Context: an optimization exercise on an open-source flow, tuned for a short achievable clock period and few clock cycles. The choices shown serve that exercise and are no tape-out recipe. RTL that was checked went through simulation tests only; none was proved equivalent to the original. The clock port is modelled as an ideal driver, which makes a skipped or thinned clock tree look cheaper than it is; a real chip needs a root buffer or a tree. Power and IR drop assume default switching activity.

## arm
module arm (
    input  logic        clk, rst,
    input  logic [31:0] Instr,
    input  logic [31:0] ReadData,
    output logic [31:0] WriteData,
    output logic [31:0] PC, ALUResult,
    output logic        MemWrite
);
    logic [29:0] PCF;
    logic [3:0]       btb_v;
    logic [3:0][7:0]  btb_tag;    
    logic [3:0][9:0]  btb_tgt;    
    logic [3:0][3:0]  btb_cond;   
    logic [31:0] InstrD;
    logic [29:0] PCD, PCD4, PCD8;     
    logic        validD;
    logic        validE;
    logic [3:0]  CondE;
    logic        RegWriteE, MemtoRegE, SubE, AndE, OrrE;
    logic        FlagNZE, FlagCVE;
    logic [3:0]  WA3E;
    logic [31:0] SrcAE, SrcBE;
    logic        FwdAE;                   
    logic        FwdBE, FwdBpE, FwdBnE;   
    logic [3:0]  FlagsReg;                
    logic [31:0] MemAddrE, WDataE;        
    logic        MemWrE;
    logic [31:0] ResM;
    logic [3:0]  WA3M;
    logic        RegWriteM;
    assign PC        = {PCF, 2'b00};
    assign ALUResult = MemAddrE;
    assign WriteData = WDataE;
    assign MemWrite  = MemWrE;
    logic rstq;
    always_ff @(posedge clk) rstq <= rst;
    function automatic logic cond_pass(input logic [3:0] c, input logic [3:0] f);
        logic n, z, cf, v;
        {n, z, cf, v} = f;
        case (c)
            4'h0: cond_pass = z;
            4'h1: cond_pass = ~z;
            4'h2: cond_pass = cf;
            4'h3: cond_pass = ~cf;
            4'h4: cond_pass = n;
            4'h5: cond_pass = ~n;
            4'h6: cond_pass = v;
            4'h7: cond_pass = ~v;
            4'h8: cond_pass = cf & ~z;
            4'h9: cond_pass = ~cf | z;
            4'hA: cond_pass = ~(n ^ v);
            4'hB: cond_pass = n ^ v;
            4'hC: cond_pass = ~z & ~(n ^ v);
            4'hD: cond_pass = z | (n ^ v);
            4'hE: cond_pass = 1'b1;
            default: cond_pass = 1'b0;
        endcase
    endfunction
    logic [31:0] ALUResultE;
    logic condPassE, doE;
    assign condPassE = cond_pass(CondE, FlagsReg);
  ...
Settings: LEC_CHECK=0, ABC_CLOCK_PERIOD_IN_PS=4000, CAP_MARGIN=20, CORE_MARGIN=2, CORE_UTILIZATION=40, SLEW_MARGIN=20; clock period 16.0 ns.
standard.sh (not shown) runs the stock make flow with config.mk's settings and CLKGATE_MAP_FILE= SYNTH_SCRIPT=/design/flow/synth_recipe.tcl, a recipe that flattens the netlist after the stock synthesis.
==> flow/flow/run.sh <==
#!/bin/bash
# The standard ORFS layout (standard.sh), with four changes:
# - repair_timing is asked to leave SETUP_SLACK_MARGIN ns of setup slack
#   beyond the clock period, so that gates on the critical paths are sized and
#   buffered for speed;
# - it may swap a cell for one of another footprint (MATCH_CELL_FOOTPRINT=0),
#   so that slow port buffers can be replaced;
# - synthesis leaves adders to ABC as plain logic (ADDER_MAP_FILE empty),
#   instead of mapping them to the library's full- and half-adder cells,
#   whose carry chains ABC cannot restructure; registers are unchanged;
# - the clock tree is a balanced two-level tree built by flow/mycts.tcl
#   (hooked in with PRE_CTS_TCL) instead of TritonCTS's three-level tree.
# The clock, the SDC, the floorplan, power grid and every other step are
# unchanged. standard.sh's output goes to standard.log; each ORFS step's own
# log is under orfs/logs/.
set -euo pipefail
export SETUP_SLACK_MARGIN="${MARGIN:-12.5}"
export PRE_CTS_TCL="$PWD/flow/cts_hook.tcl"
bash standard.sh MATCH_CELL_FOOTPRINT=0 ADDER_MAP_FILE= finish > standard.log 2>&1
Other scripts of this flow, unchanged in this note and not shown: flow/flow/cts_hook.tcl, flow/flow/mycts.tcl
Rerun with:
--- a/flow/design.v
+++ b/flow/design.v
@@ -86,19 +86,18 @@
     input  logic [31:0] ReadData,
     output logic [31:0] WriteData,
     output logic [31:0] PC, ALUResult,
     output logic        MemWrite
 );
     logic [29:0] PCF;
     logic [3:0]       btb_v;
     logic [3:0][7:0]  btb_tag;    
     logic [3:0][9:0]  btb_tgt;    
-    logic [3:0][3:0]  btb_cond;   
     logic [31:0] InstrD;
     logic [29:0] PCD, PCD4, PCD8;     
     logic        validD;
     logic        validE;
     logic [3:0]  CondE;
     logic        RegWriteE, MemtoRegE, SubE, AndE, OrrE;
     logic        FlagNZE, FlagCVE;
     logic [3:0]  WA3E;
     logic [31:0] SrcAE, SrcBE;
@@ -226,63 +225,49 @@
     assign taken1 = isBD & cond_pass(condD, {FlagsReg[3], 1'b1, FlagsReg[1:0]});
     assign misp0  = validD & ~ures & (taken0 ? neT : neN);
     assign misp1  = validD & ~ures & (taken1 ? neT : neN);
     logic        UresE, neTE, neNE, mispE;
     logic [29:0] TargetE, PC4E, corrE;
     assign mispE = validE & UresE & (condPassE ? neTE : neNE);
     assign corrE = condPassE ? TargetE : PC4E;
     assign fidx     = PCF[1:0];
     assign btb_hit  = btb_v[fidx] & (btb_tag[fidx] == PCF[9:2]);
-    logic        zeValid, ZeD, btbTaken;
-    logic [31:0] ZeB;
-    assign ZeB     = isSubD ? ~ImmD : ImmD;
-    assign zeValid = validD & (isAddD | isSubD) & InstrD[20] & immD &
-                     (InstrD[31:28] == 4'hE) & ~fa_e;
-    assign ZeD     = ~|((RD1D ^ ZeB) ^ {(RD1D[30:0] | ZeB[30:0]), isSubD});
-    always_comb begin
-        btbTaken = btb_hit;
-        if (zeValid && btb_cond[fidx] == 4'h0 && !ZeD) btbTaken = 1'b0;
-        if (zeValid && btb_cond[fidx] == 4'h1 &&  ZeD) btbTaken = 1'b0;
-    end
     assign PCPlus1F = PCF + 30'd1;
     assign PCPlus2F = PCF + 30'd2;
     always_comb begin
         if (stall)        PCHoldF = PCF;
-        else if (btbTaken) PCHoldF = {PCF[29:10], btb_tgt[fidx]};
+        else if (btb_hit) PCHoldF = {PCF[29:10], btb_tgt[fidx]};
         else              PCHoldF = PCPlus1F;
     end
     assign next0 = mispE ? corrE : misp0 ? (taken0 ? TargetD : PC4D) : PCHoldF;
     assign next1 = mispE ? corrE : misp1 ? (taken1 ? TargetD : PC4D) : PCHoldF;
     assign ZD     = setNZ ? ZFastE : FlagsReg[2];
     assign mispD  = ZD ? misp1 : misp0;
     assign takenD = ZD ? taken1 : taken0;
     always_ff @(posedge clk) begin
         if (rstq) PCF <= {29'b0, ~rst};
         else      PCF <= ZD ? next1 : next0;
     end
     logic       upd, upd_v;
     logic [9:0] upd_pc, upd_tgt;
-    logic [3:0] upd_cond;
     always_ff @(posedge clk) begin
         if (rstq) upd <= 1'b0;
         else     upd <= mispD & ~mispE;
         upd_v   <= takenD;
         upd_pc  <= PCD[9:0];
         upd_tgt <= TargetD[9:0];
-        upd_cond <= InstrD[31:28];
     end
     always_ff @(posedge clk) begin
         if (rstq) btb_v <= '0;
         else if (upd) begin
             btb_v[upd_pc[1:0]]   <= upd_v;
             btb_tag[upd_pc[1:0]] <= upd_pc[9:2];
             btb_tgt[upd_pc[1:0]] <= upd_tgt;
-            btb_cond[upd_pc[1:0]] <= upd_cond;
         end
     end
     logic [31:0] A, B;
     logic [3:0]  ALUFlags;
     assign A      = FwdAE ? ResM : SrcAE;
     assign B      = ({32{FwdBpE}} & ResM) | ({32{FwdBnE}} & ~ResM) |
                     ({32{~FwdBE}} & SrcBE);
     alu u_alu (
         .a       (A),
What happened: Setup slack gets better by 800 ps. Via count shrinks by 6.3%. Final cell count shrinks by 6.7%. Wire length shrinks by 6.3%. Design area shrinks by 5.1%. Total power shrinks by 3.0%. Global-route usage shrinks by 1.1 points. Core utilization shrinks by 0.65 points. Critical path depth shrinks by 17. Sequential share of layout area grows by 1.3 points. Clock power stays flat.
Testbench counts after the change, summed over its fixed seeds: cycles 32,721.
Function not checked in the first run of this note: the RTL went through the layout flow alone. No run of this note takes its clock network from TritonCTS; it comes from the design's own scripts or RTL.

---

arm, a different RTL version from the one above (not shown whole).
Size: roughly 940 flip-flops, roughly 0.054 mm² of cells after synthesis.
==> flow/config.mk <==
export PLATFORM = sky130hd
export DESIGN_NAME = arm
export DESIGN_NICKNAME = arm
export VERILOG_FILES = /design/flow/design.v
export SDC_FILE = /design/flow/constraint.sdc
export NUM_CORES = 4
export LEC_CHECK = 0
export ABC_CLOCK_PERIOD_IN_PS = 4000
export CAP_MARGIN = 20
export CORE_MARGIN = 2
export CORE_UTILIZATION = 40
export SLEW_MARGIN = 20
==> flow/constraint.sdc <==
create_clock -name core_clock -period 16.0 [get_ports {clk}]
set_input_delay 3.2000 -clock core_clock [delete_from_list [all_inputs] [get_ports {clk}]]
set_output_delay 3.2000 -clock core_clock [all_outputs]
set_load 0.01 [all_outputs]
==> flow/flow/run.sh <==
#!/bin/bash
# The standard ORFS layout (standard.sh), with two resizer options changed:
# repair_timing is asked to leave SETUP_SLACK_MARGIN ns of setup slack beyond
# the clock period, so that gates on the critical paths are sized and buffered
# for speed, and it may swap a cell for one of another footprint
# (MATCH_CELL_FOOTPRINT=0), so that slow port buffers can be replaced. The
# clock, the SDC and every other step are unchanged. standard.sh's output goes
# to standard.log; each ORFS step's own log is under orfs/logs/.
set -euo pipefail
export SETUP_SLACK_MARGIN="${MARGIN:-12.5}"
bash standard.sh MATCH_CELL_FOOTPRINT=0 finish > standard.log 2>&1
Testbench counts at the start, summed over its fixed seeds: cycles 33,433.
Change:
--- a/flow/design.v
+++ b/flow/design.v
@@ -83,21 +83,18 @@
 module arm (
     input  logic        clk, rst,
     input  logic [31:0] Instr,
     input  logic [31:0] ReadData,
     output logic [31:0] WriteData,
     output logic [31:0] PC, ALUResult,
     output logic        MemWrite
 );
     logic [29:0] PCF;
-    logic [3:0]       btb_v;
-    logic [3:0][7:0]  btb_tag;    
-    logic [3:0][9:0]  btb_tgt;    
     logic [31:0] InstrD;
     logic [29:0] PCD, PCD4, PCD8;     
     logic        validD;
     logic        validE;
     logic [3:0]  CondE;
     logic        RegWriteE, MemWriteE, MemtoRegE, SubE, AndE, OrrE;
     logic        FlagNZE, FlagCVE;
     logic [3:0]  WA3E;
     logic [31:0] SrcAE, SrcBE, StDataE;
@@ -197,22 +194,22 @@
     logic wrE;
     assign wrE = doE & RegWriteE;
     logic stall, lstall, bstall;
     assign lstall = validD & wrE & MemtoRegE &
                     ((useAD & fa_m) | (useBD & fb_m));
     assign stall  = lstall | bstall;
     logic [29:0] TargetD, PC4D, PCPlus1F, PCPlus2F, PCHoldF;
     logic [3:0]  condD;
     logic needN, needC, needV, setNZ, setCV, ZFastE, ZD;
-    logic neT, neN, btb_hit;
+    logic neT, neN, predF;
     logic taken0, taken1, misp0, misp1, mispD, takenD;
     logic [29:0] next0, next1;
-    logic [1:0]  fidx;
+    logic [9:0]  FTargetLo;
     assign condD = InstrD[31:28];
     always_comb begin
         needN = 1'b0; needC = 1'b0; needV = 1'b0;
         case (condD)
             4'h2, 4'h3, 4'h8, 4'h9: needC = 1'b1;
             4'h4, 4'h5:             needN = 1'b1;
             4'h6, 4'h7:             needV = 1'b1;
             4'hA, 4'hB, 4'hC, 4'hD: begin needN = 1'b1; needV = 1'b1; end
             default: ;
@@ -228,53 +225,37 @@
     assign csS = PCD8 ^ OffD ^ ~PCF;
     assign csC = {(PCD8[28:0] & OffD[28:0]) | (PCD8[28:0] & ~PCF[28:0]) | (OffD[28:0] & ~PCF[28:0]), 1'b0};
     assign zt  = (csS ^ csC) ^ {(csS[28:0] | csC[28:0]), 1'b1};
     assign neT = |zt;
     assign neN = (PC4D != PCF);
     assign taken0 = isBD & cond_pass(condD, {FlagsReg[3], 1'b0, FlagsReg[1:0]});
     assign taken1 = isBD & cond_pass(condD, {FlagsReg[3], 1'b1, FlagsReg[1:0]});
     assign misp0  = validD & ~bstall & (taken0 ? neT : neN);
     assign misp1  = validD & ~bstall & (taken1 ? neT : neN);
-    assign fidx     = PCF[1:0];
-    assign btb_hit  = btb_v[fidx] & (btb_tag[fidx] == PCF[9:2]);
-    assign PCPlus1F = PCF + 30'd1;
-    assign PCPlus2F = PCF + 30'd2;
+    assign PCPlus1F  = PCF + 30'd1;
+    assign PCPlus2F  = PCF + 30'd2;
+    assign FTargetLo = PCPlus2F[9:0] + Instr[9:0];
+    assign predF     = (Instr[27:24] == 4'b1010) &
+                       ((Instr[31:28] == 4'hE) | (Instr[23] & (Instr[31:28] != 4'hF)));
     always_comb begin
-        if (stall)        PCHoldF = PCF;
-        else if (btb_hit) PCHoldF = {PCF[29:10], btb_tgt[fidx]};
-        else              PCHoldF = PCPlus1F;
+        if (stall)      PCHoldF = PCF;
+        else if (predF) PCHoldF = {PCF[29:10], FTargetLo};
+        else            PCHoldF = PCPlus1F;
     end
     assign next0 = misp0 ? (taken0 ? TargetD : PC4D) : PCHoldF;
     assign next1 = misp1 ? (taken1 ? TargetD : PC4D) : PCHoldF;
     assign ZD     = setNZ ? ZFastE : FlagsReg[2];
     assign mispD  = ZD ? misp1 : misp0;
     assign takenD = ZD ? taken1 : taken0;
     always_ff @(posedge clk) begin
         if (rst) PCF <= '0;
         else     PCF <= ZD ? next1 : next0;
     end
-    logic       upd, upd_v;
-    logic [9:0] upd_pc, upd_tgt;
-    always_ff @(posedge clk) begin
-        if (rst) upd <= 1'b0;
-        else     upd <= mispD;
-        upd_v   <= takenD;
-        upd_pc  <= PCD[9:0];
-        upd_tgt <= TargetD[9:0];
-    end
-    always_ff @(posedge clk) begin
-        if (rst) btb_v <= '0;
-        else if (upd) begin
-            btb_v[upd_pc[1:0]]   <= upd_v;
-            btb_tag[upd_pc[1:0]] <= upd_pc[9:2];
-            btb_tgt[upd_pc[1:0]] <= upd_tgt;
-        end
-    end
     logic [31:0] A, B, StData, ALUResultE;
     logic [3:0]  ALUFlags;
     assign A      = FwdAE ? ALUOutM : SrcAE;
     assign B      = ({32{FwdBpE}} & ALUOutM) | ({32{FwdBnE}} & ~ALUOutM) |
                     ({32{~FwdBE}} & SrcBE);
     assign StData = FwdSE ? ResultM : StDataE;
     alu u_alu (
         .a       (A),
         .b       (B),
The new run passed the timing, DRC and antenna checks.
Fmax is lower by 1.5%.
Non-clock buffer count is higher by 6.
Routed wire length is lower by 5.6%.
Setup slack got worse by 0.069 ns.
Cell area is lower by 6.3%.
Total power is lower by 10%.
Via count is lower by 5.8%.
Hold slack improved by 0.029 ns.
Critical path depth is higher by 12.
No functional check of the RTL was part of the second run of this note.

## re-timing with driven ports
How much do the figures lean on ideal ports? The routed layouts below were timed once more, with nothing changed but the port constraints.
Step 1: set_driving_cell puts a clkbuf_16 on clk and a buf_2 on each other input, an assumption about the parent block.
Step 2 adds t to the input delays and takes it off the output delays; t is the mean of the earliest and latest rising clock arrival at the registers after step 1. Input paths then give back, and output paths get back, about the clock's delay inside the block.
a / b / c = ideal / step 1 / step 2; a / b = the first two.
| run | t, ns | setup slack, ns | latest minus earliest clock arrival (ns) | slew at the worst register clock pin (ns) |
|---|---|---|---|---|
| the first run of note 1 | 0.641 | 10.969 / 10.969 / 10.969 | 0.048 / 0.047 | 0.11 / 0.11 |
| the second run of note 1 | 0.621 | 11.772 / 11.605 / 11.660 | 0.045 / 0.045 | 0.10 / 0.10 |
| the first run of note 2 | 0.792 | 11.542 / 11.462 / 11.272 | 0.036 / 0.035 | 0.07 / 0.07 |
| the second run of note 2 | 0.772 | 11.472 / 11.500 / 10.746 | 0.055 / 0.055 | 0.07 / 0.07 |
After both steps every run listed still meets setup and hold. The setup slack of the second run of note 2, which loses most, moves by +0.028 ns with the drivers and by -0.726 ns with both steps.
